Source: an optimization exercise on an open RTL-to-GDS flow (aim: small area). Production flows keep margins and buffers that such runs may drop. Function was checked by simulation only, so behaviour that the tests miss may differ from the original. In every run shown here, the design's own scripts or RTL, not TritonCTS, make the clock network. The clock input has no modelled driver; a real chip could not lean on it and would need a root buffer or a full tree. No activity file was given, so power comes from the tool's default toggle rates.

==> design/flow/design.v <==
module frequence_divider(input iClk, input rst, output reg oClk);
	localparam [24:0] T = 25'h0a367b8;
	reg  [24:0] s;
	wire [24:0] d;
	wire rstn, x, tcn, oclk_x;
	fd_inv   u_rstn (.a(rst), .y(rstn));
	fd_nor2  u_d1 (.a(rst), .b(s[0]), .y(d[1]));
	fd_nor2  u_d2 (.a(rst), .b(s[1]), .y(d[2]));
	fd_nand2 u_d3 (.a(rstn), .b(s[2]), .y(d[3]));
	fd_nand2 u_d4 (.a(rstn), .b(s[3]), .y(d[4]));
	fd_nand2 u_d5 (.a(rstn), .b(s[4]), .y(d[5]));
	fd_nor2  u_d6 (.a(rst), .b(s[5]), .y(d[6]));
	fd_nand2 u_d7 (.a(rstn), .b(s[6]), .y(d[7]));
	fd_nand2 u_d8 (.a(rstn), .b(s[7]), .y(d[8]));
	fd_nand2 u_d9 (.a(rstn), .b(s[8]), .y(d[9]));
	fd_nand2 u_d10 (.a(rstn), .b(s[9]), .y(d[10]));
	fd_nor2  u_d11 (.a(rst), .b(s[10]), .y(d[11]));
	fd_nor2  u_d12 (.a(rst), .b(s[11]), .y(d[12]));
	fd_nand2 u_d13 (.a(rstn), .b(s[12]), .y(d[13]));
	fd_nand2 u_d14 (.a(rstn), .b(s[13]), .y(d[14]));
	fd_nor2  u_d15 (.a(rst), .b(s[14]), .y(d[15]));
	fd_nand2 u_d16 (.a(rstn), .b(s[15]), .y(d[16]));
	fd_nand2 u_d17 (.a(rstn), .b(s[16]), .y(d[17]));
	fd_nor2  u_d18 (.a(rst), .b(s[17]), .y(d[18]));
	fd_nor2  u_d19 (.a(rst), .b(s[18]), .y(d[19]));
	fd_nor2  u_d20 (.a(rst), .b(s[19]), .y(d[20]));
	fd_nand2 u_d21 (.a(rstn), .b(s[20]), .y(d[21]));
	fd_nor2  u_d22 (.a(rst), .b(s[21]), .y(d[22]));
	fd_nand2 u_d23 (.a(rstn), .b(s[22]), .y(d[23]));
	assign d[24] = s[23];
	fd_xnor2 u_fb (.a(s[24]), .b(s[2]), .y(x));
	fd_a21oi u_d0 (.a1(tcn), .a2(x), .b1(rst), .y(d[0]));
	wire [5:0] m;
	fd_nand4 u_m0 (.a(d[1]), .b(d[2]), .c(d[3]), .d(s[3]), .y(m[0]));
	fd_nand4 u_m1 (.a(s[4]), .b(s[5]), .c(d[7]), .d(s[7]), .y(m[1]));
	fd_nand4 u_m2 (.a(s[8]), .b(s[9]), .c(s[10]), .d(d[12]), .y(m[2]));
	fd_nand4 u_m3 (.a(d[13]), .b(s[13]), .c(s[14]), .d(d[16]), .y(m[3]));
	fd_nand4 u_m4 (.a(s[16]), .b(s[17]), .c(d[19]), .d(d[20]), .y(m[4]));
	fd_nand3 u_m5 (.a(s[21]), .b(d[23]), .c(s[23]), .y(m[5]));
	wire g0, g1;
	fd_nor3  u_g0 (.a(m[0]), .b(m[1]), .c(m[2]), .y(g0));
	fd_nor3  u_g1 (.a(m[3]), .b(m[4]), .c(m[5]), .y(g1));
	fd_nand2 u_tc (.a(g0), .b(g1), .y(tcn));
	wire oclk_d;
	fd_xor2  u_ox (.a(oClk), .b(tcn), .y(oclk_x));
	fd_nor2  u_od (.a(rst), .b(oclk_x), .y(oclk_d));
	always @(posedge iClk) begin
		s    <= d;
		oClk <= oclk_d;
	end
endmodule
module fd_inv(input a, output y);
	assign y = ~a;
endmodule
module fd_nand2(input a, b, output y);
	assign y = ~(a & b);
endmodule
module fd_nor2(input a, b, output y);
	assign y = ~(a | b);
endmodule
module fd_nand3(input a, b, c, output y);
	assign y = ~(a & b & c);
endmodule
module fd_nor3(input a, b, c, output y);
	assign y = ~(a | b | c);
endmodule
module fd_nand4(input a, b, c, d, output y);
	assign y = ~(a & b & c & d);
endmodule
module fd_xor2(input a, b, output y);
	assign y = a ^ b;
endmodule
module fd_xnor2(input a, b, output y);
	assign y = ~(a ^ b);
endmodule
module fd_a21oi(input a1, a2, b1, output y);
	assign y = ~((a1 & a2) | b1);
endmodule
==> design/flow/flow/run.sh <==
#!/bin/bash
# The standard layout with three changes:
#  - after floorplan, every combinational gate gets the smallest drive
#    strength of its function (flow/downsize.tcl);
#  - the port buffers are buf_1 cells (BUFFER_PORTS_ARGS);
#  - the clock tree is one level of clock buffers, each at the centre of the
#    registers it drives (flow/one_clkbuf.tcl, sourced before CTS).
# Each tool's output goes to standard.log in this folder.
set -euo pipefail
export BUFFER_PORTS_ARGS="-buffer_cell sky130_fd_sc_hd__buf_1"
export POST_FLOORPLAN_TCL="$PWD/flow/downsize.tcl"
export PRE_CTS_TCL="$PWD/flow/one_clkbuf.tcl"
export CLKBUF_GROUPS="${CLKBUF_GROUPS:-sky130_fd_sc_hd__clkbuf_2 4 sky130_fd_sc_hd__clkbuf_8 22}"
bash standard.sh > standard.log 2>&1
==> design/flow/flow/downsize.tcl <==
# Sourced by ORFS's floorplan.tcl after its own steps (POST_FLOORPLAN_TCL).
# Synthesis maps each gate module of the design on its own and its ABC script
# sizes some gates up (nor3_2, a21oi_2) to drive an unknown load. Give every
# combinational gate the smallest drive strength of its function; registers,
# buffers and the clock tree are left alone. Later repair steps still size up
# any gate that needs it.
set db [ord::get_db]
set lib_masters {}
foreach lib [$db getLibs] {
  foreach m [$lib getMasters] {
    dict set lib_masters [$m getName] $m
  }
}
set dont_use [expr { [info exists ::env(DONT_USE_CELLS)] ? $::env(DONT_USE_CELLS) : {} }]
foreach inst [[ord::get_db_block] getInsts] {
  set name [[$inst getMaster] getName]
  if { ![regexp {^(sky130_fd_sc_hd__)(a\w+|o\w+|nand\w+|nor\w+|xor\w+|xnor\w+|inv|and\w+|or\w+|mux\w+)_(\d+)$} $name -> pfx base drive] } {
    continue
  }
  if { $base eq "inv" && [string match "*clk*" [$inst getName]] } {
    continue
  }
  foreach d {0 1} {
    set cand ${pfx}${base}_$d
    if { $d >= $drive } {
      break
    }
    if { [dict exists $lib_masters $cand] && [lsearch -exact $dont_use $cand] < 0 } {
      puts "downsize: [$inst getName] $name -> $cand"
      replace_cell [$inst getName] $cand
      break
    }
  }
}
==> design/flow/flow/one_clkbuf.tcl <==
# Sourced by ORFS's cts.tcl before it builds the clock tree. It replaces
# clock_tree_synthesis with a one-level tree: the clock port drives a few
# clock buffers, each driving a group of register clock pins directly.
# CLKBUF_GROUPS lists "cell count" pairs; the last group takes the remaining
# registers. Registers are grouped by x position (left to right) and each
# buffer sits at the centre of its group; cts.tcl's detailed placement
# legalises the buffers.
rename clock_tree_synthesis orfs_clock_tree_synthesis
proc clock_tree_synthesis { args } {
  set block [ord::get_db_block]
  set db [ord::get_db]
  set clk_src [lindex [get_property [lindex [all_clocks] 0] sources] 0]
  set clk_net [$block findNet [get_full_name $clk_src]]
  set sinks {}
  foreach it [$clk_net getITerms] {
    set bb [[$it getInst] getBBox]
    lappend sinks [list [expr { ([$bb xMin] + [$bb xMax]) / 2 }] \
      [expr { ([$bb yMin] + [$bb yMax]) / 2 }] $it]
  }
  set sinks [lsort -integer -index 0 $sinks]
  set groups $::env(CLKBUF_GROUPS)
  set ngroups [expr { [llength $groups] / 2 }]
  set start 0
  for { set g 0 } { $g < $ngroups } { incr g } {
    set cell [lindex $groups [expr { 2 * $g }]]
    set count [lindex $groups [expr { 2 * $g + 1 }]]
    if { $g == $ngroups - 1 } {
      set members [lrange $sinks $start end]
    } else {
      set members [lrange $sinks $start [expr { $start + $count - 1 }]]
    }
    incr start [llength $members]
    set inst [odb::dbInst_create $block [$db findMaster $cell] clkbuf_${g}_iClk]
    set net [odb::dbNet_create $block clknet_${g}_iClk]
    $net setSigType CLOCK
    set sx 0
    set sy 0
    foreach m $members {
      set it [lindex $m 2]
      $it disconnect
      $it connect $net
      set sx [expr { $sx + [lindex $m 0] }]
      set sy [expr { $sy + [lindex $m 1] }]
    }
    set n [llength $members]
    [$inst findITerm A] connect $clk_net
    [$inst findITerm X] connect $net
    $inst setLocation [expr { $sx / $n }] [expr { $sy / $n }]
    $inst setPlacementStatus PLACED
    puts "one_clkbuf: $cell drives $n clock pins"
  }
  global_connect
  set_propagated_clock [all_clocks]
}
==> design/flow/standard.sh <==
#!/bin/bash
# synth_recipe.tcl (not shown) runs the flow's synth.tcl, then flattens the netlist and writes it again
# the make line also repeats each setting of config.mk as NAME=value (left out here)
make -C /OpenROAD-flow-scripts/flow DESIGN_CONFIG=/design/flow/config.mk WORK_HOME=/design/flow/orfs CLKGATE_MAP_FILE= SYNTH_SCRIPT=/design/flow/synth_recipe.tcl "${@:-finish}"
==> design/flow/config.mk <==
export PLATFORM = sky130hd
export DESIGN_NAME = frequence_divider
export DESIGN_NICKNAME = frequence_divider
export VERILOG_FILES = /design/flow/design.v
export SDC_FILE = /design/flow/constraint.sdc
export NUM_CORES = 4
export LEC_CHECK = 0
export CAP_MARGIN = 20
export CORE_AREA = 2 2 64 64
export CTS_BUF_LIST = sky130_fd_sc_hd__clkbuf_8
export DIE_AREA = 0 0 66 66
export PLACE_DENSITY = 0.9
export SLEW_MARGIN = 20
export SYNTH_HIERARCHICAL = 1
==> design/flow/constraint.sdc <==
create_clock -name core_clock -period 20.0 [get_ports {iClk}]
set_input_delay 4.0000 -clock core_clock [delete_from_list [all_inputs] [get_ports {iClk}]]
set_output_delay 4.0000 -clock core_clock [all_outputs]
set_load 0.01 [all_outputs]
==> impl_metrics.sql, run 1 <==
INSERT INTO impl_metrics (metric_group, metric, value, unit) VALUES
('final_layout', 'final_layout_size_suffix_gt1_share', '2.985', '%'),
('worst_hold_path', 'hold_removal_path_class', 'reg -> reg', ''),
('worst_hold_path', 'hp-start', 's[11]', ''),
('worst_hold_path', 'worst_hold_path.endpoint', 's[12]', ''),
('drt', 'dr_wl_met3', '10', 'um'),
('run', 'max-cap-violations', '0', ''),
('power', 'ir_drop', '0.05949', 'mV'),
('grt', 'first_pass_grt_wire_length', '1.690', 'mm'),
('logic_synthesis', 'synth_area_leader_cell', 'sky130_fd_sc_hd__dfxtp_1', ''),
('drt', 'avgRoutedWirePerCell', '8.052', 'um'),
('drt', 'wl_met2', '442', 'um'),
('floorplan', 'core.rowCount', '22', ''),
('placement', 'io_buffers', '2', ''),
('floorplan', 'die_w', '66', 'um'),
('drt', 'drt_iter0_drc', '2', ''),
('cts', 'resize_count_post_cts', '0', ''),
('grt', 'antenna_found_initial', '0', ''),
('logic_synthesis', 'combined_area_of_all_synthesized_cells', '700.7', 'um^2'),
('floorplan', 'core', '3689', 'um^2'),
('floorplan', 'die_h', '66', 'um'),
('final_layout', 'final_core_util', '20.96', '%'),
('cts', 'cts.repair_timing.setup_buffer_count', '0', ''),
('floorplan', 'floorplan.die_area', '4356', 'um^2'),
('worst_hold_path', 'worst_hold_path_depth', '1', ''),
('setup_path', 'timing.setup.critical_path_class', 'in -> reg', ''),
('final_layout', 'final_nets', '71', ''),
('power', 'power.density_cell_area', '99.04', 'nW/um^2'),
('timing', 'tns', '0', 'ns'),
('timing', 'final.min_clock_period', '5.494', 'ns'),
('final_layout', 'fillerInstances', '417', ''),
('logic_synthesis', 'post_synth_num_cell_types', '10', ''),
('grt', 'globalRoute.totalOverflow', '0', ''),
('grt', 'grt_start_max_net_pins', '23', ''),
('final_layout', 'multi_input_comb_area', '162.7', 'um^2'),
('cts', 'clkSlewWorstSetupHoldPaths', '0.12', 'ns'),
('timing', 'final_hold_viol_count', '0', ''),
('timing', 'fmax', '182.0', 'MHz'),
('final_layout', 'antenna_cells_inserted', '0', ''),
('placement', 'post-place-ws', '14.31', 'ns'),
('grt', 'first_global_vias', '410', ''),
('drt', 'post_drt_via_cell_ratio', '3.583', ''),
('drt', 'drt-total-wl', '926', 'um'),
('final_layout', 'final_cells', '115', ''),
('setup_path', 'crit_required', '20.06', 'ns'),
('setup_path', 'path_max_fanout', '13', ''),
('timing', 'rsz0062_at_grt', 'false', ''),
('drt', 'drtAntennaViolNets', '0', ''),
('logic_synthesis', 'syn-instance-count', '63', ''),
('timing', 'worst_margin_pin_slew', '0.5282', 'ns'),
('setup_path', 'r2r_start', 's[19]', ''),
('timing', 'slew-limit-headroom', '64.78', '%'),
('setup_path', 'regToRegSetupSlack', '18.78', 'ns'),
('power', 'leakage_power_total', '0.3048', 'nW'),
('setup_path', 'cp_launch_type', 'input pin', ''),
('outcome', 'outcome', 'complete, no violations', ''),
('timing', 'fin_ws', '14.51', 'ns'),
('setup_path', 'worstPathArrival', '5.55', 'ns'),
('final_layout', 'layout.area.seq', '520.5', 'um^2'),
('timing', 'hold_slack', '0.3186', 'ns'),
('grt', 'gr-usage-all-layers', '4.508', '%'),
('logic_synthesis', 'ys_seq_elements', '26', ''),
('drt', 'top_layer', 'met3', ''),
('setup_path', 'critical_path.endpoint_type', 'flop', ''),
('logic_synthesis', 'synth.top_cell.area_share', '74.29', '%'),
('cts', 'cts_hold_buf', '0', ''),
('drt', 'drc', '0', ''),
('drt', 'wl_met1', '473', 'um'),
('timing', 'finalClockSkew', '0.06581', 'ns'),
('logic_synthesis', 'yosysWarnings', '7', ''),
('cts', 'clock_latency', '0.17', 'ns'),
('placement', 'gp_routability_congestion', '0.7566', ''),
('logic_synthesis', 'synth.area.top_cells', 'sky130_fd_sc_hd__dfxtp_1 (74%), sky130_fd_sc_hd__nand2_1 (7.5%), sky130_fd_sc_hd__nor2_1 (5.9%)', ''),
('floorplan', 'start_util', '19.00', '%'),
('timing', 'setup_violations', '0', ''),
('timing', 'timing_max_transition_violations_final', '0', ''),
('logic_synthesis', 'synth_seq_area_share', '74.29', '%'),
('logic_synthesis', 'synth_nets', '65', ''),
('drt', 'detail_route.first_pass.iterations', '4', ''),
('final_layout', 'area_growth_syn_to_layout', '10.36', '%'),
('placement', 'post-place-cells', '113', ''),
('logic_synthesis', 'syn-mean-instance-area', '11.12', 'um^2'),
('setup_path', 'r2r.worst_path.cells', '6', ''),
('floorplan', 'io-pin-count', '3', ''),
('drt', 'vias', '412', ''),
('setup_path', 'r2r_path_end', 'oClk', ''),
('timing', 'period_utilisation_layout', '27.47', '%');
[metrics by stage]
| step | instance area, um^2 | power (mW) |
|---|---|---|
| 6_report | 773.2 | 0.07658 |
| 5_1_grt | 773.2 | 0.08052 |
| 4_1_cts | 773.2 | 0.07739 |
| 3_5_place_dp | 754.5 | 0.05998 |
| 3_3_place_gp | 754.5 | 0.05974 |
| 2_1_floorplan | 700.7 | 0.05898 |
[area by class of cell]
cell class                 count  share of cell area [%]
timing repair buffer           2                  0.9709
buffer                         2                   2.427
tap                           48                   7.767
inverter                       1                  0.4854
sequential                    26                   67.31
multi-input combinational     36                   21.04
[worst max path at each step]
stage          start  endpoint  slack [ns]
6_report         rst      oClk       14.51
5_1_grt          rst      oClk       14.27
2_1_floorplan    rst      oClk       15.10
3_5_place_dp     rst      oClk       14.31
4_1_cts          rst      oClk       14.51
3_3_place_gp     rst      oClk       14.38
[Yosys stat by module (local to each module, per instance)]
module	cells inside	cell area (um^2)	copies in the design
fd_a21oi	1	8.758	1
fd_inv	1	3.754	1
fd_xor2	1	8.758	1
fd_nand3	1	5.005	1
fd_nor2	1	3.754	11
fd_xnor2	1	8.758	1
fd_nand4	1	6.256	5
fd_nand2	1	3.754	14
fd_nor3	1	10.01	2
frequence_divider	26	520.5	1
[logic make-up after synthesis]
group	count (synthesis)	synth area share, %
buffers and inverters	1	0.5352
xor gates and xnor gates	2	2.500
and+or+nand+nor	33	21.43
AOI/OAI and AO/OA	1	1.250
DFF	26	74.29
[cell usage after synthesis]
library cell              number
sky130_fd_sc_hd__nor2_1       11
sky130_fd_sc_hd__xor2_1        1
sky130_fd_sc_hd__nand4_1       5
sky130_fd_sc_hd__nand2_1      14
sky130_fd_sc_hd__nand3_1       1
sky130_fd_sc_hd__inv_1         1
sky130_fd_sc_hd__a21oi_2       1
sky130_fd_sc_hd__nor3_2        2
sky130_fd_sc_hd__xnor2_1       1
sky130_fd_sc_hd__dfxtp_1      26
[critical path: stages]
cell and delay, ns:
sky130_fd_sc_hd__buf_1 0.40, sky130_fd_sc_hd__inv_1 0.34, sky130_fd_sc_hd__nand2_1 0.17, sky130_fd_sc_hd__nand4_1 0.11, sky130_fd_sc_hd__nor3_1 0.20, sky130_fd_sc_hd__nand2_1 0.11
sky130_fd_sc_hd__xor2_1 0.16, sky130_fd_sc_hd__nor2_1 0.06
[routing by layer]
| metal | up-vias | track usage, % |
|---|---|---|
| met5 | - | 0 |
| met4 | 0 | 0.2551 |
| met3 | 0 | 0.3407 |
| met2 | 3 | 8.081 |
| met1 | 197 | 6.197 |
| li1 | 212 | - |
[registers in the layout, indices dropped and copies added (netlist names)]
name and flops:
s 25, oClk 1
[layout by cell type (no fill, tap or decap)]
| master | instances |
|---|---|
| sky130_fd_sc_hd__nor2_1 | 11 |
| sky130_fd_sc_hd__a21oi_1 | 1 |
| sky130_fd_sc_hd__nand2_1 | 14 |
| sky130_fd_sc_hd__clkbuf_8 | 1 |
| sky130_fd_sc_hd__buf_1 | 2 |
| sky130_fd_sc_hd__xnor2_1 | 1 |
| sky130_fd_sc_hd__nand3_1 | 1 |
| sky130_fd_sc_hd__xor2_1 | 1 |
| sky130_fd_sc_hd__clkbuf_2 | 1 |
| sky130_fd_sc_hd__nor3_1 | 2 |
| sky130_fd_sc_hd__nand4_1 | 5 |
| sky130_fd_sc_hd__dfxtp_1 | 26 |
| sky130_fd_sc_hd__inv_1 | 1 |
[where the power goes]
group / internal [mW] / total (mW) / switching, mW / leakage [nW]
Clock: 0.00610 / 0.0178 / 0.0117 / 0.0113
Combinational: 0.00105 / 0.00292 / 0.00187 / 0.0772
Sequential: 0.0547 / 0.0558 / 0.00114 / 0.216
Total: 0.0618 / 0.0766 / 0.0148 / 0.305
==> inputs of run 2 (changes only) <==
--- a/design/flow/flow/run.sh
+++ b/design/flow/flow/run.sh
@@ -12,3 +12,3 @@
 export PRE_CTS_TCL="$PWD/flow/one_clkbuf.tcl"
-export CLKBUF_GROUPS="${CLKBUF_GROUPS:-sky130_fd_sc_hd__clkbuf_2 4 sky130_fd_sc_hd__clkbuf_8 22}"
+export CLKBUF_GROUPS="${CLKBUF_GROUPS:-sky130_fd_sc_hd__clkbuf_1 3 sky130_fd_sc_hd__clkbuf_8 23}"
 bash standard.sh > standard.log 2>&1
==> run 2 against run 1 <==
Synthesized area unchanged. Power down 0.65%. Synthesized cell count unchanged. Setup slack better by 0.017 ns. Cell count unchanged. Worst hold slack better by 0.033 ns. Critical path depth unchanged. Highest routed layer unchanged. First-iteration DRC count rose to 5.5 times the previous value.
==> impl_metrics.sql, run 2 <==
INSERT INTO impl_metrics (metric_group, metric, value, unit) VALUES
('logic_synthesis', 'synth.mux.area_fraction', '0', '%'),
('floorplan', 'io-pin-count', '3', ''),
('setup_path', 'timing.setup.critical_path_class', 'in -> reg', ''),
('cts', 'clock_latency', '0.17', 'ns'),
('logic_synthesis', 'yosysWarnings', '7', ''),
('drt', 'avgRoutedWirePerCell', '7.983', 'um'),
('logic_synthesis', 'synth-xor-area-share', '2.500', '%'),
('logic_synthesis', 'synth_simple_gate_area_share', '21.43', '%'),
('timing', 'setup_violations', '0', ''),
('final_layout', 'area_growth_syn_to_layout', '10.18', '%'),
('setup_path', 'crit_required', '20.06', 'ns'),
('timing', 'rsz0062_at_grt', 'false', ''),
('power', 'leakage_power_total', '0.3018', 'nW'),
('timing', 'final.min_clock_period', '5.477', 'ns'),
('power', 'comb_power_share', '3.8', '%'),
('power', 'net_switching_share_of_the_total_power', '19.42', '%'),
('drt', 'post_drt_via_cell_ratio', '3.539', ''),
('placement', 'post-place-cells', '113', ''),
('drt', 'detail_route.first_pass.iterations', '4', ''),
('timing', 'tns', '0', 'ns'),
('drt', 'drtAntennaViolNets', '0', ''),
('final_layout', 'final_cells', '115', ''),
('final_layout', 'multi_input_comb_area', '162.7', 'um^2'),
('logic_synthesis', 'yosys_most_used_dff', 'sky130_fd_sc_hd__dfxtp_1', ''),
('grt', 'first_pass_grt_wire_length', '1.683', 'mm'),
('grt', 'globalRoute.totalOverflow', '0', ''),
('drt', 'wl_met2', '430', 'um'),
('drt', 'dr_wl_met3', '15', 'um'),
('logic_synthesis', 'yosys.area_share.adder', '0', '%'),
('placement', 'gp_routability_congestion', '0.7566', ''),
('final_layout', 'fillerInstances', '417', ''),
('placement', 'io_buffers', '2', ''),
('logic_synthesis', 'combined_area_of_all_synthesized_cells', '700.7', 'um^2'),
('logic_synthesis', 'async_sr_flop_fraction', '0', '%'),
('drt', 'drc', '0', ''),
('drt', 'vias', '407', ''),
('timing', 'slew-limit-headroom', '65.16', '%'),
('final_layout', 'final_layout_size_suffix_gt1_share', '1.493', '%'),
('logic_synthesis', 'synth_area_leader_cell', 'sky130_fd_sc_hd__dfxtp_1', ''),
('placement', 'dpl-instance-area', '754.5', 'um^2'),
('cts', 'cts.repair_timing.setup_buffer_count', '0', ''),
('final_layout', 'final_nets', '71', ''),
('logic_synthesis', 'yosys.cell_count.top_type', 'sky130_fd_sc_hd__dfxtp_1', ''),
('logic_synthesis', 'synth_nets', '65', ''),
('timing', 'finalClockSkew', '0.06766', 'ns'),
('logic_synthesis', 'syn-mean-instance-area', '11.12', 'um^2'),
('drt', 'drt-total-wl', '918', 'um'),
('final_layout', 'layout.area.seq', '520.5', 'um^2'),
('grt', 'gr-usage-all-layers', '4.508', '%'),
('worst_hold_path', 'hold_removal_path_class', 'reg -> reg', ''),
('final_layout', 'layout.cells.most_common', 'sky130_fd_sc_hd__dfxtp_1', ''),
('grt', 'first_global_vias', '404', ''),
('setup_path', 'critical_path.endpoint_type', 'flop', ''),
('cts', 'cts_hold_buf', '0', ''),
('timing', 'fin_ws', '14.52', 'ns'),
('power', 'ir_drop', '0.06055', 'mV'),
('final_layout', 'final_area', '772.0', 'um^2'),
('final_layout', 'final_core_util', '20.93', '%'),
('timing', 'timing_max_transition_violations_final', '0', ''),
('logic_synthesis', 'syn-instance-count', '63', ''),
('logic_synthesis', 'ys_seq_elements', '26', ''),
('floorplan', 'core', '3689', 'um^2'),
('power', 'power.switching', '14.77', 'uW'),
('grt', 'antenna_found_initial', '0', ''),
('final_layout', 'antenna_cells_inserted', '0', ''),
('logic_synthesis', 'synth_seq_area_share', '74.29', '%'),
('drt', 'top_layer', 'met3', ''),
('power', 'internal_power', '61.31', 'uW'),
('outcome', 'outcome', 'complete, no violations', ''),
('grt', 'grt_start_max_net_pins', '24', ''),
('final_layout', 'registers.top_by_ff_count', 's', ''),
('logic_synthesis', 'synth.top_cell.area_share', '74.29', '%'),
('timing', 'period_utilisation_layout', '27.39', '%'),
('run', 'max-cap-violations', '0', ''),
('floorplan', 'floorplan.die_area', '4356', 'um^2'),
('drt', 'wl_met1', '472', 'um'),
('setup_path', 'cp_launch_type', 'input pin', ''),
('floorplan', 'start_util', '19.00', '%'),
('floorplan', 'die_h', '66', 'um'),
('setup_path', 'path_max_fanout', '13', ''),
('power', 'pwr-share-seq', '73.4', '%'),
('timing', 'worst_margin_pin_slew', '0.5226', 'ns'),
('final_layout', 'biggestRegsByFlops', 's: 25 flops, oClk: 1 flops', ''),
('placement', 'post-place-ws', '14.31', 'ns'),
('logic_synthesis', 'synth.area.top_cells', 'sky130_fd_sc_hd__dfxtp_1 (74%), sky130_fd_sc_hd__nand2_1 (7.5%), sky130_fd_sc_hd__nor2_1 (5.9%)', ''),
('timing', 'fmax', '182.6', 'MHz'),
('timing', 'final_hold_viol_count', '0', ''),
('logic_synthesis', 'post_synth_num_cell_types', '10', ''),
('power', 'power.density_cell_area', '98.56', 'nW/um^2'),
('floorplan', 'core.rowCount', '22', ''),
('logic_synthesis', 'post_synth_edffs', '0', ''),
('drt', 'drt_iter0_drc', '11', ''),
('cts', 'clkSlewWorstSetupHoldPaths', '0.12', 'ns'),
('final_layout', 'layout_common_cells', 'sky130_fd_sc_hd__dfxtp_1 (26), sky130_fd_sc_hd__nand2_1 (14), sky130_fd_sc_hd__nor2_1 (11)', ''),
('setup_path', 'worstPathArrival', '5.54', 'ns'),
('logic_synthesis', 'synth-compound-area-share', '1.250', '%'),
('logic_synthesis', 'post_synth_most_frequent_cells', 'sky130_fd_sc_hd__dfxtp_1 (26), sky130_fd_sc_hd__nand2_1 (14), sky130_fd_sc_hd__nor2_1 (11)', ''),
('cts', 'resize_count_post_cts', '0', ''),
('logic_synthesis', 'synth_top_family_by_area', 'simple AND/OR/NAND/NOR gates', ''),
('floorplan', 'die_w', '66', 'um'),
('power', 'clock_power_share', '22.8', '%'),
('final_layout', 'largest_reg_flops', '25', '');
==> run 2: worst paths after layout <==
kind / startpoint / end / slack [ns] / cells past startpoint
worst max-delay path: rst / oClk / 14.52 / 8
worst min-delay path: s[14] / s[15] / 0.35 / 1
worst max register to register: s[19] / oClk / 18.79 / 6
worst min register to register: s[14] / s[15] / 0.35 / 1
==> run 2: metal layers <==
metal  global-route usage (%)  vias up
met3                   0.3407        0
met4                   0.2551        0
li1                         -      211
met5                        0        -
met1                    5.987      191
met2                    8.333        5
==> run 2: worst max-delay path: stages <==
cell                      delay (ns)
sky130_fd_sc_hd__buf_1          0.40
sky130_fd_sc_hd__inv_1          0.33
sky130_fd_sc_hd__nand2_1        0.18
sky130_fd_sc_hd__nand4_1        0.11
sky130_fd_sc_hd__nor3_1         0.20
sky130_fd_sc_hd__nand2_1        0.11
sky130_fd_sc_hd__xor2_1         0.16
sky130_fd_sc_hd__nor2_1         0.06
==> run 2: cells by family (layout without fill, tap and decap cells) <==
kind of cell           after synthesis  count (layout)
AO/OA/AOI/OAI                        1               1
flip-flops                          26              26
AND/OR/NAND/NOR                     33              33
buffers and inverters                1               5
XOR/XNOR                             2               2
==> run 2: layout make-up <==
cell class | instances | area share, %
multi-input combinational | 36 | 21.07
sequential | 26 | 67.42
tap | 48 | 7.780
timing repair buffer | 2 | 0.9724
inverter | 1 | 0.4862
buffer | 2 | 2.269
==> run 2: per-module statistics from Yosys (local to each module, per instance), excerpt <==
| module | cells | flip-flops and latches | times used |
|---|---|---|---|
| fd_nor2 | 1 | 0 | 11 |
| fd_nand4 | 1 | 0 | 5 |
| fd_nor3 | 1 | 0 | 2 |
| frequence_divider | 26 | 26 | 1 |
| fd_inv | 1 | 0 | 1 |
| fd_nand2 | 1 | 0 | 14 |
| fd_xnor2 | 1 | 0 | 1 |
| fd_xor2 | 1 | 0 | 1 |
==> run 2: metrics by stage <==
stage	power [mW]	hold slack, ns
5_1_grt	0.07977	0.3778
4_1_cts	0.07676	0.3616
2_1_floorplan	0.05898	0.3314
3_3_place_gp	0.05974	0.3445
6_report	0.07609	0.3514
3_5_place_dp	0.05998	0.3544
==> run 2: power groups by stage <==
stage               Sequential [mW]  Clock, mW  Combinational, mW
global route                 0.0561     0.0202            0.00345
floorplan                    0.0567          0            0.00228
finish                       0.0558     0.0174            0.00291
detailed placement           0.0570          0            0.00293
CTS                          0.0558     0.0179            0.00298
global placement             0.0569          0            0.00279
==> inputs of run 3 (changes only) <==
--- a/design/flow/flow/run.sh
+++ b/design/flow/flow/run.sh
@@ -12,3 +12,3 @@
 export PRE_CTS_TCL="$PWD/flow/one_clkbuf.tcl"
-export CLKBUF_GROUPS="${CLKBUF_GROUPS:-sky130_fd_sc_hd__clkbuf_1 3 sky130_fd_sc_hd__clkbuf_8 23}"
+export CLKBUF_GROUPS="${CLKBUF_GROUPS:-sky130_fd_sc_hd__clkbuf_4 13 sky130_fd_sc_hd__clkbuf_4 13}"
 bash standard.sh > standard.log 2>&1
==> run 3 against run 2 <==
Synthesized area unchanged. Sequential share of layout area up 0.22 points. Sequential cell count unchanged. Setup slack worse by 0.0013 ns. Die area unchanged. Power down 1.1%. Fmax about the same. Register-to-register slack about the same. Clock power down 5%. Sequential power about the same. Critical path type unchanged. Critical endpoint unchanged. Largest cell class unchanged.
==> impl_metrics.sql, run 3 <==
INSERT INTO impl_metrics (metric_group, metric, value, unit) VALUES
('outcome', 'outcome', 'complete, no violations', ''),
('final_layout', 'layout.cells.most_common', 'sky130_fd_sc_hd__dfxtp_1', ''),
('power', 'power.density_cell_area', '97.76', 'nW/um^2'),
('cts', 'resize_count_post_cts', '0', ''),
('timing', 'tns', '0', 'ns'),
('drt', 'detail_route.first_pass.iterations', '2', ''),
('floorplan', 'core', '3689', 'um^2'),
('final_layout', 'final_nets', '71', ''),
('setup_path', 'r2r.worst_path.cells', '6', ''),
('setup_path', 'path_max_fanout', '13', ''),
('final_layout', 'antenna_cells_inserted', '0', ''),
('cts', 'clkSlewWorstSetupHoldPaths', '0.12', 'ns'),
('placement', 'dpl-instance-area', '754.5', 'um^2'),
('setup_path', 'worstPathArrival', '5.54', 'ns'),
('drt', 'drtAntennaViolNets', '0', ''),
('run', 'max-cap-violations', '0', ''),
('logic_synthesis', 'synth_nets', '65', ''),
('timing', 'worst_margin_pin_slew', '0.5330', 'ns'),
('final_layout', 'final_area', '769.5', 'um^2'),
('timing', 'timing_max_transition_violations_final', '0', ''),
('final_layout', 'layout_common_cells', 'sky130_fd_sc_hd__dfxtp_1 (26), sky130_fd_sc_hd__nand2_1 (14), sky130_fd_sc_hd__nor2_1 (11)', ''),
('logic_synthesis', 'synth.area.top_cells', 'sky130_fd_sc_hd__dfxtp_1 (74%), sky130_fd_sc_hd__nand2_1 (7.5%), sky130_fd_sc_hd__nor2_1 (5.9%)', ''),
('setup_path', 'timing.setup.critical_path_class', 'in -> reg', ''),
('floorplan', 'floorplan.die_area', '4356', 'um^2'),
('logic_synthesis', 'syn-instance-count', '63', ''),
('setup_path', 'crit_required', '20.06', 'ns'),
('final_layout', 'registers.top_by_ff_count', 's', ''),
('drt', 'drt-total-wl', '913', 'um'),
('floorplan', 'core.rowCount', '22', ''),
('setup_path', 'cp_launch_type', 'input pin', ''),
('drt', 'avgRoutedWirePerCell', '7.939', 'um'),
('final_layout', 'area_growth_syn_to_layout', '9.821', '%'),
('logic_synthesis', 'yosys_most_used_dff', 'sky130_fd_sc_hd__dfxtp_1', ''),
('grt', 'grt_start_max_net_pins', '14', ''),
('power', 'leakage_power_total', '0.3027', 'nW'),
('grt', 'gr-usage-all-layers', '4.440', '%'),
('logic_synthesis', 'yosysWarnings', '7', ''),
('cts', 'cts.repair_timing.setup_buffer_count', '0', ''),
('logic_synthesis', 'post_synth_edffs', '0', ''),
('placement', 'io_buffers', '2', ''),
('grt', 'first_pass_grt_wire_length', '1.662', 'mm'),
('final_layout', 'biggestRegsByFlops', 's: 25 flops, oClk: 1 flops', ''),
('final_layout', 'fillerInstances', '416', ''),
('drt', 'post_drt_via_cell_ratio', '3.487', ''),
('grt', 'antenna_found_initial', '0', ''),
('floorplan', 'die_h', '66', 'um'),
('logic_synthesis', 'async_sr_flop_fraction', '0', '%'),
('setup_path', 'r2r_start', 's[19]', ''),
('timing', 'period_utilisation_layout', '27.39', '%'),
('final_layout', 'final_layout_size_suffix_gt1_share', '2.985', '%'),
('setup_path', 'regToRegSetupSlack', '18.80', 'ns'),
('placement', 'post-place-cells', '113', ''),
('grt', 'globalRoute.totalOverflow', '0', ''),
('logic_synthesis', 'synth_area_leader_cell', 'sky130_fd_sc_hd__dfxtp_1', ''),
('logic_synthesis', 'synth_seq_area_share', '74.29', '%'),
('timing', 'finalClockSkew', '0.005914', 'ns'),
('drt', 'drt_iter0_drc', '3', ''),
('cts', 'clock_latency', '0.18', 'ns'),
('floorplan', 'die_w', '66', 'um'),
('setup_path', 'cp-endpoint', 'oClk', ''),
('logic_synthesis', 'synth.top_cell.area_share', '74.29', '%'),
('logic_synthesis', 'syn-mean-instance-area', '11.12', 'um^2'),
('final_layout', 'largest_reg_flops', '25', ''),
('timing', 'final_hold_viol_count', '0', ''),
('final_layout', 'multi_input_comb_area', '162.7', 'um^2'),
('timing', 'setup_violations', '0', ''),
('logic_synthesis', 'yosys.cell_count.top_type', 'sky130_fd_sc_hd__dfxtp_1', ''),
('drt', 'vias', '401', ''),
('timing', 'fmax', '182.5', 'MHz'),
('setup_path', 'r2r_path_end', 'oClk', ''),
('final_layout', 'layout.area.seq', '520.5', 'um^2'),
('grt', 'first_global_vias', '407', ''),
('timing', 'hold_slack', '0.3683', 'ns'),
('worst_hold_path', 'hold_removal_path_class', 'reg -> reg', ''),
('drt', 'drc', '0', ''),
('power', 'ir_drop', '0.07042', 'mV'),
('cts', 'cts_hold_buf', '0', ''),
('logic_synthesis', 'ys_seq_elements', '26', ''),
('final_layout', 'final_cells', '115', ''),
('logic_synthesis', 'combined_area_of_all_synthesized_cells', '700.7', 'um^2'),
('floorplan', 'io-pin-count', '3', ''),
('placement', 'gp_routability_congestion', '0.7566', ''),
('setup_path', 'critical_path.endpoint_type', 'flop', ''),
('timing', 'final.min_clock_period', '5.478', 'ns'),
('logic_synthesis', 'post_synth_most_frequent_cells', 'sky130_fd_sc_hd__dfxtp_1 (26), sky130_fd_sc_hd__nand2_1 (14), sky130_fd_sc_hd__nor2_1 (11)', ''),
('setup_path', 'cp_launch_point', 'rst', ''),
('timing', 'slew-limit-headroom', '64.47', '%'),
('logic_synthesis', 'post_synth_num_cell_types', '10', ''),
('floorplan', 'start_util', '19.00', '%'),
('power', 'design_power_total', '75.22', 'uW'),
('timing', 'rsz0062_at_grt', 'false', '');
## run 3: cell counts after synthesis
No cell type changed its count.
## run 3: per-layer routing
metal	global-route usage [%]	up-vias	wire length [um]
met1	5.789	186	468
met4	0.2551	0	0
met5	0	-	0
li1	-	212	-
met2	8.207	3	431
met3	0.5111	0	14
## run 3: Yosys stat by module (local to each module, per instance), a selection
module,cells inside,times used,area [um^2]
fd_xnor2,1,1,8.758
fd_nand3,1,1,5.005
frequence_divider,26,1,520.5
fd_xor2,1,1,8.758
fd_nand2,1,14,3.754
fd_a21oi,1,1,8.758
fd_nor2,1,11,3.754
fd_inv,1,1,3.754
## run 3: metrics by stage
stage          setup WS [ns]  util, %
2_1_floorplan          15.10        -
3_3_place_gp           14.38    20.45
3_5_place_dp           14.31    20.45
4_1_cts                14.51    20.86
5_1_grt                14.27    20.86
6_report               14.52    20.86
## run 3: critical path, stage by stage
cell	delay (ns)
sky130_fd_sc_hd__buf_1	0.40
sky130_fd_sc_hd__inv_1	0.33
sky130_fd_sc_hd__nand2_1	0.17
sky130_fd_sc_hd__nand4_1	0.11
sky130_fd_sc_hd__nor3_1	0.19
sky130_fd_sc_hd__nand2_1	0.11
sky130_fd_sc_hd__xor2_1	0.16
sky130_fd_sc_hd__nor2_1	0.06
## run 3: logic make-up (layout without fill, tap and decap cells)
family                    Yosys count  in the layout  synth area share (%)
buffers and inverters               1              5                0.5352
AOI/OAI and AO/OA                   1              1                 1.250
and+or+nand+nor                    33             33                 21.43
xor gates and xnor gates            2              2                 2.500
DFF                                26             26                 74.29
## run 3: power breakdown
| part | leakage [nW] | internal, mW | total (mW) | switching (mW) |
|---|---|---|---|---|
| combinational | 0.0772 | 0.00105 | 0.00292 | 0.00186 |
| sequential | 0.216 | 0.0547 | 0.0558 | 0.00113 |
| clock | 0.00920 | 0.00482 | 0.0165 | 0.0117 |
## run 3: cell type report
type / instances / share of cell area [%]
tap: 48 / 7.805
timing repair buffer: 2 / 0.9756
inverter: 1 / 0.4878
sequential: 26 / 67.64
multi-input combinational: 36 / 21.14
buffer: 2 / 1.951
## run 3: how the worst min path moves through the flow
stage                     start  endpoint  slack, ns  cells after the start
final                     s[23]     s[24]       0.37                      0
after floorplan           s[23]     s[24]       0.33                      0
after global routing      s[23]     s[24]       0.38                      0
after global placement    s[20]     s[21]       0.34                      1
after CTS                 s[23]     s[24]       0.37                      0
after detailed placement  s[23]     s[24]       0.35                      0
==> inputs of run 4 (changes only) <==
==> design/flow/design.v (replaced) <==
module frequence_divider(input iClk, input rst, output reg oClk);
	localparam [24:0] T = 25'h1ca98db;
	reg  [24:0] s;
	wire [24:0] d;
	wire rstn, x, tcn, oclk_x, oclk_d;
	fd_inv   u_rstn (.a(rst), .y(rstn));
	fd_nand2 u_d1 (.a(rstn), .b(s[0]), .y(d[1]));
	fd_nor2  u_d2 (.a(rst), .b(s[1]), .y(d[2]));
	fd_nand2 u_d3 (.a(rstn), .b(s[2]), .y(d[3]));
	fd_nand2 u_d4 (.a(rstn), .b(s[3]), .y(d[4]));
	fd_nor2  u_d5 (.a(rst), .b(s[4]), .y(d[5]));
	fd_nand2 u_d6 (.a(rstn), .b(s[5]), .y(d[6]));
	fd_nand2 u_d7 (.a(rstn), .b(s[6]), .y(d[7]));
	fd_nor2  u_d8 (.a(rst), .b(s[7]), .y(d[8]));
	fd_nor2  u_d9 (.a(rst), .b(s[8]), .y(d[9]));
	fd_nor2  u_d10 (.a(rst), .b(s[9]), .y(d[10]));
	fd_nand2 u_d11 (.a(rstn), .b(s[10]), .y(d[11]));
	assign d[12] = s[11];
	fd_a21oi u_d13 (.a1(tcn), .a2(s[12]), .b1(rst), .y(d[13]));
	fd_nor2  u_d14 (.a(rst), .b(s[13]), .y(d[14]));
	fd_nand2 u_d15 (.a(rstn), .b(s[14]), .y(d[15]));
	fd_nor2  u_d16 (.a(rst), .b(s[15]), .y(d[16]));
	fd_nand2 u_d17 (.a(rstn), .b(s[16]), .y(d[17]));
	fd_nor2  u_d18 (.a(rst), .b(s[17]), .y(d[18]));
	fd_nand2 u_d19 (.a(rstn), .b(s[18]), .y(d[19]));
	fd_nor2  u_d20 (.a(rst), .b(s[19]), .y(d[20]));
	fd_nor2  u_d21 (.a(rst), .b(s[20]), .y(d[21]));
	fd_nand2 u_d22 (.a(rstn), .b(s[21]), .y(d[22]));
	fd_nand2 u_d23 (.a(rstn), .b(s[22]), .y(d[23]));
	assign d[24] = s[23];
	fd_xor2  u_fb (.a(s[24]), .b(s[2]), .y(x));
	fd_nand3 u_d0 (.a(rstn), .b(tcn), .c(x), .y(d[0]));
	wire [5:0] m;
	fd_nand4 u_m0 (.a(s[0]), .b(s[1]), .c(d[3]), .d(s[3]), .y(m[0]));
	fd_nand4 u_m1 (.a(s[4]), .b(d[6]), .c(s[6]), .d(s[7]), .y(m[1]));
	fd_nand4 u_m2 (.a(d[9]), .b(d[10]), .c(d[11]), .d(s[11]), .y(m[2]));
	fd_nand4 u_m3 (.a(d[14]), .b(d[15]), .c(s[15]), .d(d[17]), .y(m[3]));
	fd_nand3 u_m4 (.a(s[17]), .b(d[19]), .c(s[19]), .y(m[4]));
	fd_nand3 u_m5 (.a(d[21]), .b(s[22]), .c(s[23]), .y(m[5]));
	wire g0, g1;
	fd_nor3  u_g0 (.a(m[0]), .b(m[1]), .c(m[2]), .y(g0));
	fd_nor3  u_g1 (.a(m[3]), .b(m[4]), .c(m[5]), .y(g1));
	fd_nand2 u_tc (.a(g0), .b(g1), .y(tcn));
	fd_xor2  u_ox (.a(oClk), .b(tcn), .y(oclk_x));
	fd_nor2  u_od (.a(rst), .b(oclk_x), .y(oclk_d));
	always @(posedge iClk) begin
		s    <= d;
		oClk <= oclk_d;
	end
endmodule
module fd_inv(input a, output y);
	assign y = ~a;
endmodule
module fd_nand2(input a, b, output y);
	assign y = ~(a & b);
endmodule
module fd_nor2(input a, b, output y);
	assign y = ~(a | b);
endmodule
module fd_nand3(input a, b, c, output y);
	assign y = ~(a & b & c);
endmodule
module fd_nor3(input a, b, c, output y);
	assign y = ~(a | b | c);
endmodule
module fd_nand4(input a, b, c, d, output y);
	assign y = ~(a & b & c & d);
endmodule
module fd_xor2(input a, b, output y);
	assign y = a ^ b;
endmodule
module fd_a21oi(input a1, a2, b1, output y);
	assign y = ~((a1 & a2) | b1);
endmodule
==> run 4 against run 3 <==
Via count is 2.2% higher. Critical path depth unchanged. Combinational power down 5%. Clock skew down 0.00081 ns. Clock power is 3% lower. Synthesized cell count down 1.6%. Cell count fell by 0.87%. Sequential share of layout area rose by 0.33 points. Worst hold slack worse by 0.0052 ns. Sequential power is essentially flat. Power decreased by 1.1%.
==> impl_metrics.sql, run 4 <==
INSERT INTO impl_metrics (metric_group, metric, value, unit) VALUES
('logic_synthesis', 'synth_seq_area_share', '74.69', '%'),
('floorplan', 'start_util', '18.89', '%'),
('placement', 'io_buffers', '2', ''),
('grt', 'first_pass_grt_wire_length', '1.766', 'mm'),
('power', 'ir_drop', '0.04779', 'mV'),
('grt', 'grt_start_max_net_pins', '14', ''),
('timing', 'worst_margin_pin_slew', '0.5182', 'ns'),
('final_layout', 'largest_reg_flops', '25', ''),
('placement', 'dpl-instance-area', '750.7', 'um^2'),
('drt', 'drt_iter0_drc', '7', ''),
('cts', 'clock_latency', '0.17', 'ns'),
('drt', 'detail_route.first_pass.iterations', '4', ''),
('logic_synthesis', 'synth.area.top_cells', 'sky130_fd_sc_hd__dfxtp_1 (75%), sky130_fd_sc_hd__nand2_1 (6.5%), sky130_fd_sc_hd__nor2_1 (5.9%)', ''),
('logic_synthesis', 'post_synth_most_frequent_cells', 'sky130_fd_sc_hd__dfxtp_1 (26), sky130_fd_sc_hd__nand2_1 (12), sky130_fd_sc_hd__nor2_1 (11)', ''),
('final_layout', 'area_growth_syn_to_layout', '9.874', '%'),
('placement', 'post-place-ws', '14.32', 'ns'),
('final_layout', 'final_cells', '114', ''),
('timing', 'fin_ws', '14.55', 'ns'),
('floorplan', 'core.rowCount', '22', ''),
('floorplan', 'core', '3689', 'um^2'),
('final_layout', 'biggestRegsByFlops', 's: 25 flops, oClk: 1 flops', ''),
('logic_synthesis', 'yosys_most_used_dff', 'sky130_fd_sc_hd__dfxtp_1', ''),
('final_layout', 'layout.cells.most_common', 'sky130_fd_sc_hd__dfxtp_1', ''),
('power', 'power.density_cell_area', '97.13', 'nW/um^2'),
('floorplan', 'floorplan.die_area', '4356', 'um^2'),
('outcome', 'outcome', 'complete, no violations', ''),
('setup_path', 'cell_by_cell_trace_of_the_critical_path', 'buf_1, inv_1, nand2_1, nand4_1, nor3_1, nand2_1, xor2_1, nor2_1', ''),
('cts', 'clkSlewWorstSetupHoldPaths', '0.12', 'ns'),
('drt', 'vias', '410', ''),
('timing', 'rsz0062_at_grt', 'false', ''),
('timing', 'finalClockSkew', '0.005108', 'ns'),
('cts', 'cts_hold_buf', '0', ''),
('grt', 'first_global_vias', '427', ''),
('setup_path', 'crit_required', '20.06', 'ns');
run 4: cell families after synthesis:
group	count (synthesis)	share of synthesized area (%)
buffers and inverters	1	0.5381
and+or+nand+nor	32	21.00
xor gates and xnor gates	2	2.514
DFF	26	74.69
AOI/OAI and AO/OA	1	1.257
run 4: power by group:
| part | total [mW] | internal (mW) | switching, mW | leakage (nW) |
|---|---|---|---|---|
| Clock | 0.0160 | 0.00482 | 0.0112 | 0.00920 |
| Combinational | 0.00277 | 0.000986 | 0.00178 | 0.0778 |
| Sequential | 0.0556 | 0.0544 | 0.00114 | 0.216 |
| Total | 0.0744 | 0.0602 | 0.0141 | 0.303 |
run 4: Yosys stat by module, one instance, submodules excluded, excerpt:
module,flip-flops and latches,times used,cells inside
fd_a21oi,0,1,1
fd_inv,0,1,1
fd_nand2,0,12,1
fd_nand3,0,3,1
fd_nor2,0,11,1
fd_xor2,0,2,1
run 4: layout make-up:
cell class	instances	area, um^2	share of cell area (%)
inverter	1	3.754	0.4902
sequential	26	520.5	67.97
tap	48	60.06	7.843
timing repair buffer	2	7.507	0.9804
buffer	2	15.01	1.961
multi-input combinational	35	158.9	20.75
run 4: path summary, 6_finish.rpt:
check | slack (ns) | start | end
hold / removal | 0.36 | s[11] | s[12]
setup / recovery | 14.55 | rst | oClk
setup reg to reg | 18.80 | s[13] | oClk
hold reg to reg | 0.36 | s[11] | s[12]
run 4: layer usage:
layer	global-route usage [%]	up-vias	part of all wire [%]
met5	0	-	0
met4	0.5102	0	1.3
met3	0.5111	3	5.2
met2	8.712	10	47
met1	6.485	186	46
li1	-	211	-

[port drivers added, routing unchanged]
In the flow no input, the clock included, has a driving cell. The finished layouts below were timed again as built, in two steps. Step 1: set_driving_cell puts a clkbuf_16 on iClk and a buf_2 on each other input, an assumption about the parent block. Step 2, shift: input delay + t, output delay - t, t = (earliest + latest rising clock arrival at the registers) / 2. This alone moves slack from input paths to output paths. a / b / c = ideal ports / drivers / drivers and shift; a / b = the first two.
| run | t, ns | setup WS [ns] | hold slack, ns | worst setup path at the end | worst data-port slew with drivers (ns) |
|---|---|---|---|---|---|
| run 1 | 0.162 | 14.506 / 14.507 / 14.345 | 0.319 / 0.319 / 0.319 | input to register | 0.03 |
| run 2 | 0.163 | 14.523 / 14.522 / 14.360 | 0.351 / 0.351 / 0.351 | input to register | 0.03 |
| run 3 | 0.195 | 14.522 / 14.520 / 14.325 | 0.368 / 0.368 / 0.368 | input to register | 0.03 |
| run 4 | 0.195 | 14.550 / 14.551 / 14.356 | 0.363 / 0.363 / 0.363 | input to register | 0.03 |
After both steps setup and hold are still met in every run listed. For run 3, which loses most, drivers alone change the setup slack by -0.002 ns; drivers and shift together by -0.197 ns.
